Context: an optimization exercise on an open-source flow, tuned for small area. The choices shown serve that exercise and are no tape-out recipe.
Function was checked by simulation only, so behaviour that the tests miss may differ from the original.
The clock port is modelled as an ideal driver; clocking choices that lean on that would not hold on a real chip.
Power and IR drop assume default switching activity.

==> flow/design.v <==
module mnemonic_device(
    input wire clk,
    input wire reset,
    input wire switch,
    input wire change_but,
    output wire sequence_o,
    output wire sequence_oe
    );
    parameter WIDTH = 16;
    reg [WIDTH-1:0] count_clks_n;    
    wire [WIDTH-1:0] count_clks = ~count_clks_n;
    reg [5:0] count_regs;
    reg [5:0] sequence_count;    
    reg previous_state;
    reg send_sequence;
    reg sequence_holder;
    function [WIDTH-1:0] cnt_inc;
        input [WIDTH-1:0] s;
        cnt_inc = {s[14:0], s[15] ^ s[13] ^ s[12] ^ s[10] ^ ~|s[14:0]};
    endfunction
    function [WIDTH-1:0] cnt_dec;
        input [WIDTH-1:0] t;
        cnt_dec = {t[0] ^ t[14] ^ t[13] ^ t[11] ^ ~|t[15:1], t[15:1]};
    endfunction
    function [5:0] ptr_inc;
        input [5:0] p;
        ptr_inc = {p[4:0] == 5'b10000, p[3:0], p[4] ^ p[2] ^ ~|p[3:0]};
    endfunction
    wire transition = previous_state != change_but;
    wire playing = sequence_count != count_regs;    
    wire seq_zero = sequence_count == 6'd0;
    wire [4:0] addr = switch ? count_regs[4:0] : sequence_count[4:0];
    wire wen;
    wire [31:0] sel;
    wire [32*WIDTH-1:0] mem_flat;
    wire [WIDTH-1:0] rd_n;       
    md_rdmux #(.WIDTH(WIDTH)) u_rd (.m(mem_flat), .sel(sel), .y(rd_n));
    wire [WIDTH-1:0] rd = ~rd_n;
    wire rd_nz  = |rd;
    wire rd_gt1 = |rd[WIDTH-1:1];
    wire dec = rd_gt1 | (seq_zero & rd[0]);
    wire [WIDTH-1:0] wdata_n;
    wire [WIDTH-1:0] dec_n = ~cnt_dec(rd);
    genvar w;
    generate
        for (w = 0; w < WIDTH; w = w + 1) begin : wbus
            md_mux2 u (.s(switch), .a1(count_clks_n[w]), .a0(dec_n[w]), .y(wdata_n[w]));
        end
    endgenerate
    assign wen = ~(switch & count_regs[5]);
    wire [3:0] sel_lo = {3'd0, wen} << addr[1:0];
    wire [7:0] sel_hi = 8'd1 << addr[4:2];
    genvar d;
    generate
        for (d = 0; d < 32; d = d + 1) begin : dec_sel
            md_and2 u (.a(sel_lo[d % 4]), .b(sel_hi[d / 4]), .y(sel[d]));
        end
    endgenerate
    genvar k;
    generate
        for (k = 0; k < 32; k = k + 1) begin : entry
            reg [WIDTH-1:0] q_n;
            always @(posedge clk)
                if (sel[k]) q_n <= wdata_n;
            assign mem_flat[k*WIDTH +: WIDTH] = q_n;
        end
    endgenerate
    always @(posedge clk) begin
        if (reset) begin
            previous_state <= 1'b0;
            count_clks_n <= {WIDTH{1'b1}};
            count_regs <= 6'd0;
            sequence_count <= 6'd0;
            sequence_holder <= 1'b0;
            send_sequence <= 1'b0;
        end else if (switch) begin
            send_sequence <= 1'b0;
            if (transition) begin
                previous_state <= change_but;
                if (~count_regs[5])
                    count_regs <= ptr_inc(count_regs);
                count_clks_n <= ~{{(WIDTH-1){1'b0}}, 1'b1};
            end else begin
                count_clks_n <= ~cnt_inc(count_clks);
            end
        end else if (playing) begin
            if (~dec) begin
                sequence_count <= ptr_inc(sequence_count);
                sequence_holder <= ~sequence_holder;
            end
            if (seq_zero & rd_nz)
                send_sequence <= 1'b1;
        end else begin
            send_sequence <= 1'b0;
            count_regs <= 6'd0;
            sequence_count <= 6'd0;
        end
    end
    assign sequence_o = send_sequence & sequence_holder;
    assign sequence_oe = send_sequence;
endmodule
module md_rdmux #(parameter WIDTH = 16) (
    input wire [32*WIDTH-1:0] m,
    input wire [31:0] sel,
    output wire [WIDTH-1:0] y
    );
    genvar b, g;
    generate
        for (b = 0; b < WIDTH; b = b + 1) begin : col
            wire [10:0] t;       
            for (g = 0; g < 10; g = g + 1) begin : grp
                md_aoi222 u (.a0(m[(3*g)*WIDTH+b]), .s0(sel[3*g]),
                             .a1(m[(3*g+1)*WIDTH+b]), .s1(sel[3*g+1]),
                             .a2(m[(3*g+2)*WIDTH+b]), .s2(sel[3*g+2]),
                             .y(t[g]));
            end
            md_aoi22 u_last (.a0(m[30*WIDTH+b]), .s0(sel[30]),
                             .a1(m[31*WIDTH+b]), .s1(sel[31]), .y(t[10]));
            wire [2:0] p;
            md_nand4 u_n0 (.a(t[0]), .b(t[1]), .c(t[2]), .d(t[3]), .y(p[0]));
            md_nand4 u_n1 (.a(t[4]), .b(t[5]), .c(t[6]), .d(t[7]), .y(p[1]));
            md_nand3 u_n2 (.a(t[8]), .b(t[9]), .c(t[10]), .y(p[2]));
            md_or3 u_o (.a(p[0]), .b(p[1]), .c(p[2]), .y(y[b]));
        end
    endgenerate
endmodule
module md_aoi222 (input wire a0, s0, a1, s1, a2, s2, output wire y);
    assign y = ~((a0 & s0) | (a1 & s1) | (a2 & s2));
endmodule
module md_aoi22 (input wire a0, s0, a1, s1, output wire y);
    assign y = ~((a0 & s0) | (a1 & s1));
endmodule
module md_nand4 (input wire a, b, c, d, output wire y);
    assign y = ~(a & b & c & d);
endmodule
module md_nand3 (input wire a, b, c, output wire y);
    assign y = ~(a & b & c);
endmodule
module md_mux2 (input wire s, a1, a0, output wire y);
    assign y = s ? a1 : a0;
endmodule
module md_and2 (input wire a, b, output wire y);
    assign y = a & b;
endmodule
module md_or3 (input wire a, b, c, output wire y);
    assign y = a | b | c;
endmodule
clock: 6.5 ns
lec_check: 0
cap_margin: 20
core_margin: 2
core_utilization: 65
gpl_timing_driven: 0
place_density: 0.75
slew_margin: 20
synth_hierarchical: 1
standard.sh (not shown) runs the stock make flow with config.mk's settings and CLKGATE_MAP_FILE= SYNTH_SCRIPT=/design/flow/synth_recipe.tcl, a recipe that flattens the netlist after the stock synthesis.
==> flow/flow/run.sh <==
#!/bin/bash
# Own flow: the standard layout (standard.sh, synthesis unchanged), with
#  - synthesis buffers removed before global placement (remove_buffers.tcl);
#  - ports buffered with the smallest buffer, sized later like other cells;
#  - clock tree synthesis with small clock buffers (clkbuf_4) on small
#    clusters of flip-flops, and no dummy loads.
# ORFS writes each step's full log under orfs/logs/; make's output goes to
# standard.log.
set -o pipefail
here=$(cd "$(dirname "$0")" && pwd)
export PRE_GLOBAL_PLACE_TCL="$here/remove_buffers.tcl"
export BUFFER_PORTS_ARGS="-buffer_cell sky130_fd_sc_hd__buf_1"
export PRE_RESIZE_TCL="$here/size.tcl"
export POST_CTS_TCL="$here/clk_fix.tcl"
export CTS_ARGS="-sink_clustering_enable -repair_clock_nets -dont_use_dummy_load -buf_list {sky130_fd_sc_hd__clkbuf_2} -sink_clustering_size 8 -sink_clustering_max_diameter 30"
bash standard.sh > standard.log 2>&1
==> flow/flow/clk_fix.tcl <==
set target_ps 100.0
set chain {sky130_fd_sc_hd__clkbuf_1 sky130_fd_sc_hd__clkbuf_2 sky130_fd_sc_hd__clkbuf_4 sky130_fd_sc_hd__clkbuf_8 sky130_fd_sc_hd__clkbuf_16}
proc clk_pin_slew_ps {pin} {
  set worst 0.0
  foreach edge {rise fall} {
    foreach a {min max} {
      set s [get_property $pin slew_${a}_$edge]
      set worst [expr {max($worst, [sta::time_ui_sta $s] * 1e12)}]
    }
  }
  return $worst
}
set_propagated_clock [all_clocks]
set total 0
for {set pass 0} {$pass < 4} {incr pass} {
  estimate_parasitics -placement
  set bad [dict create]
  set worst 0.0
  foreach p [all_registers -clock_pins -edge_triggered] {
    set s [clk_pin_slew_ps $p]
    set worst [expr {max($worst, $s)}]
    if {$s <= $target_ps} continue
    foreach d [get_pins -of_objects [get_nets -of_objects $p]] {
      if {[get_property $d direction] eq "output"} {
        dict set bad [get_full_name [$d instance]] 1
      }
    }
  }
  puts [format "clk_fix.tcl: pass %d, worst clock pin slew %.1f ps, %d buffers to size up" $pass $worst [dict size $bad]]
  if {[dict size $bad] == 0} break
  set n 0
  foreach i [dict keys $bad] {
    set ref [get_property [get_cells $i] ref_name]
    set k [lsearch -exact $chain $ref]
    if {$k < 0 || $k + 1 >= [llength $chain]} continue
    replace_cell $i [lindex $chain [expr {$k + 1}]]
    incr n
  }
  set total [expr {$total + $n}]
  if {$n == 0} break
}
puts "clk_fix.tcl: sized up $total clock buffers"
if {$total > 0} {
  detailed_placement
  check_placement -verbose
  estimate_parasitics -placement
}
==> flow/flow/size.tcl <==
source [file join [file dirname [info script]] cells.tcl]

set margin 0.75
set by_fp [dict create]
dict for {c info} $::cellinfo {
  lassign $info fp area mc
  dict lappend by_fp $fp [list $c $area $mc]
}
estimate_parasitics -placement
set scene [sta::cmd_scene]
set up 0
set down 0
set delta 0.0
foreach net [get_nets *] {
  set drv ""
  foreach p [get_pins -quiet -of_objects $net] {
    if {[get_property $p direction] eq "output"} { set drv $p }
  }
  if {$drv eq ""} continue
  set inst [$drv instance]
  set ref [get_property $inst ref_name]
  if {![regexp {^sky130_fd_sc_hd__(.+)$} $ref -> short]} continue
  if {![dict exists $::cellinfo $short]} continue
  lassign [dict get $::cellinfo $short] fp area mc
  set load [expr {1e12 * ([$net wire_capacitance $scene max] + [$net pin_capacitance $scene max])}]
  set best ""
  set strongest ""
  foreach cand [lsort -real -index 1 [dict get $by_fp $fp]] {
    lassign $cand c a m
    if {[lsearch -exact $::env(DONT_USE_CELLS) "sky130_fd_sc_hd__$c"] >= 0} continue
    if {$strongest eq "" || $m > [lindex $strongest 2]} {
      set strongest [list $c $a $m]
    }
    if {$m * $margin >= $load} {
      if {$best eq "" || $a < [lindex $best 1] || ($a == [lindex $best 1] && $m > [lindex $best 2])} {
        set best [list $c $a $m]
      }
    }
  }
  # no cell of the footprint is strong enough: take the strongest, and leave
  # the rest to repair_design
  if {$best eq ""} { set best $strongest }
  if {$best eq "" || [lindex $best 0] eq $short} continue
  replace_cell [get_full_name $inst] sky130_fd_sc_hd__[lindex $best 0]
  set delta [expr {$delta + [lindex $best 1] - $area}]
  if {[lindex $best 1] > $area} { incr up } else { incr down }
}
puts [format "size.tcl: %d cells sized up, %d down, area change %.1f um2" $up $down $delta]
Other scripts of this flow, unchanged in this note and not shown: flow/flow/cells.tcl, flow/flow/remove_buffers.tcl
Next try:
--- a/flow/flow/run.sh
+++ b/flow/flow/run.sh
@@ -14,3 +14,3 @@
 export POST_CTS_TCL="$here/clk_fix.tcl"
-export CTS_ARGS="-sink_clustering_enable -repair_clock_nets -dont_use_dummy_load -buf_list {sky130_fd_sc_hd__clkbuf_2} -sink_clustering_size 8 -sink_clustering_max_diameter 30"
+export CTS_ARGS="-sink_clustering_enable -repair_clock_nets -dont_use_dummy_load -buf_list {sky130_fd_sc_hd__clkbuf_4} -sink_clustering_size 14 -sink_clustering_max_diameter 40"
 bash standard.sh > standard.log 2>&1
Fmax came out lower by a few percent. Routed wire length is lower slightly. Design area is about the same.
Next try:
==> flow/flow/run.sh (replaced) <==
#!/bin/bash
# Own flow: the standard layout (standard.sh, unchanged synthesis), with
#  - synthesis buffers removed before global placement (remove_buffers.tcl);
#  - ports buffered with the smallest buffer, sized later like other cells;
#  - clock tree synthesis set to insert no dummy loads and to cluster more
#    flip-flops on each clock buffer.
# ORFS writes each step's full log under orfs/logs/; make's output goes to
# standard.log.
set -o pipefail
here=$(cd "$(dirname "$0")" && pwd)
export PRE_GLOBAL_PLACE_TCL="$here/remove_buffers.tcl"
export BUFFER_PORTS_ARGS="-buffer_cell sky130_fd_sc_hd__buf_1"
export PRE_RESIZE_TCL="$here/size.tcl"
export CTS_ARGS="-sink_clustering_enable -repair_clock_nets -dont_use_dummy_load -buf_list {sky130_fd_sc_hd__clkbuf_4} -sink_clustering_size 10 -sink_clustering_max_diameter 35"
bash standard.sh > standard.log 2>&1
removed: flow/flow/clk_fix.tcl
Clock skew came out higher by 0.0079 ns. Setup slack got worse by 0.014 ns. Core utilization drops by 0.16 points. Design area hardly moves. Synthesized area does not change. Maximum frequency hardly moves. Combinational power barely changes. Non-clock buffer count is unchanged.
Next try:
--- a/flow/flow/run.sh
+++ b/flow/flow/run.sh
@@ -1,7 +1,7 @@
 #!/bin/bash
-# Own flow: the standard layout (standard.sh, unchanged synthesis), with
+# Own flow: the standard layout (standard.sh, synthesis unchanged), with
 #  - synthesis buffers removed before global placement (remove_buffers.tcl);
 #  - ports buffered with the smallest buffer, sized later like other cells;
-#  - clock tree synthesis set to insert no dummy loads and to cluster more
-#    flip-flops on each clock buffer.
+#  - clock tree synthesis with small clock buffers (clkbuf_4) on small
+#    clusters of flip-flops, and no dummy loads.
 # ORFS writes each step's full log under orfs/logs/; make's output goes to
--- a/flow/flow/size.tcl
+++ b/flow/flow/size.tcl
@@ -2,3 +2,3 @@
 
-set margin 0.75
+set margin 0.85
 set by_fp [dict create]
Settings changed: CAP_MARGIN 20 to 10, SLEW_MARGIN 20 to 10.
The new run completed with no timing, DRC or antenna violations.
Power barely changes.
Setup slack loses 0.47 ns.
Global-route usage does not change.
Cell area is about the same.
Routed wire length hardly moves.
Count of clock-buffer cells in the layout does not change.
Next try:
--- a/flow/flow/size.tcl
+++ b/flow/flow/size.tcl
@@ -2,3 +2,3 @@
 
-set margin 0.85
+set margin 0.75
 set by_fp [dict create]
Settings changed: CAP_MARGIN 10 to 20, CORE_UTILIZATION 65 to 60, PLACE_DENSITY 0.75 to 0.7, SLEW_MARGIN 10 to 20.
The new run produced a clean layout.
Synthesized cell count is unchanged.
Die area goes up by about 8%.
Clock power barely changes.
Design area goes up by about 0.46%.
Clock skew goes down by 0.0072 ns.
Global-route usage goes down by 1.9 points.
Via count goes down by 0.68%.
Area after synthesis does not change.
Worst setup slack improves by 0.44 ns.
Sequential share of layout area goes down by 0.36 points.
Core utilization goes down by 5.6 points.

## port drivers added, routing unchanged
No port has a modelled driver above. Below, the same layouts with a new extraction and two added sets of constraints.
Step 1, drivers: a clkbuf_16 drives clk and a buf_2 each remaining input, both assumed.
Step 2, shift: input delay + t, output delay - t, t = (earliest + latest rising clock arrival at the registers) / 2. This alone moves slack from input paths to output paths.
Three values: ideal ports, drivers, drivers and shift; two values: the first two.
run	t, ns	setup WS [ns]	hold slack, ns
the first run	0.889	1.022 / 1.040 / 0.151	0.514 / 0.514 / 0.514
the second run	0.762	0.878 / 0.898 / 0.137	0.520 / 0.520 / 0.520
the third run	0.738	0.863 / 0.886 / 0.148	0.496 / 0.496 / 0.496
the fourth run	0.738	0.390 / 0.412 / -0.327	0.497 / 0.497 / 0.497
the fifth run	0.750	0.831 / 0.828 / 0.079	0.520 / 0.520 / 0.520
With both steps, setup timing fails in the fourth run, where it was met with ideal ports. For the first run, which loses most, drivers alone change the setup slack by +0.018 ns; drivers and shift together by -0.871 ns.
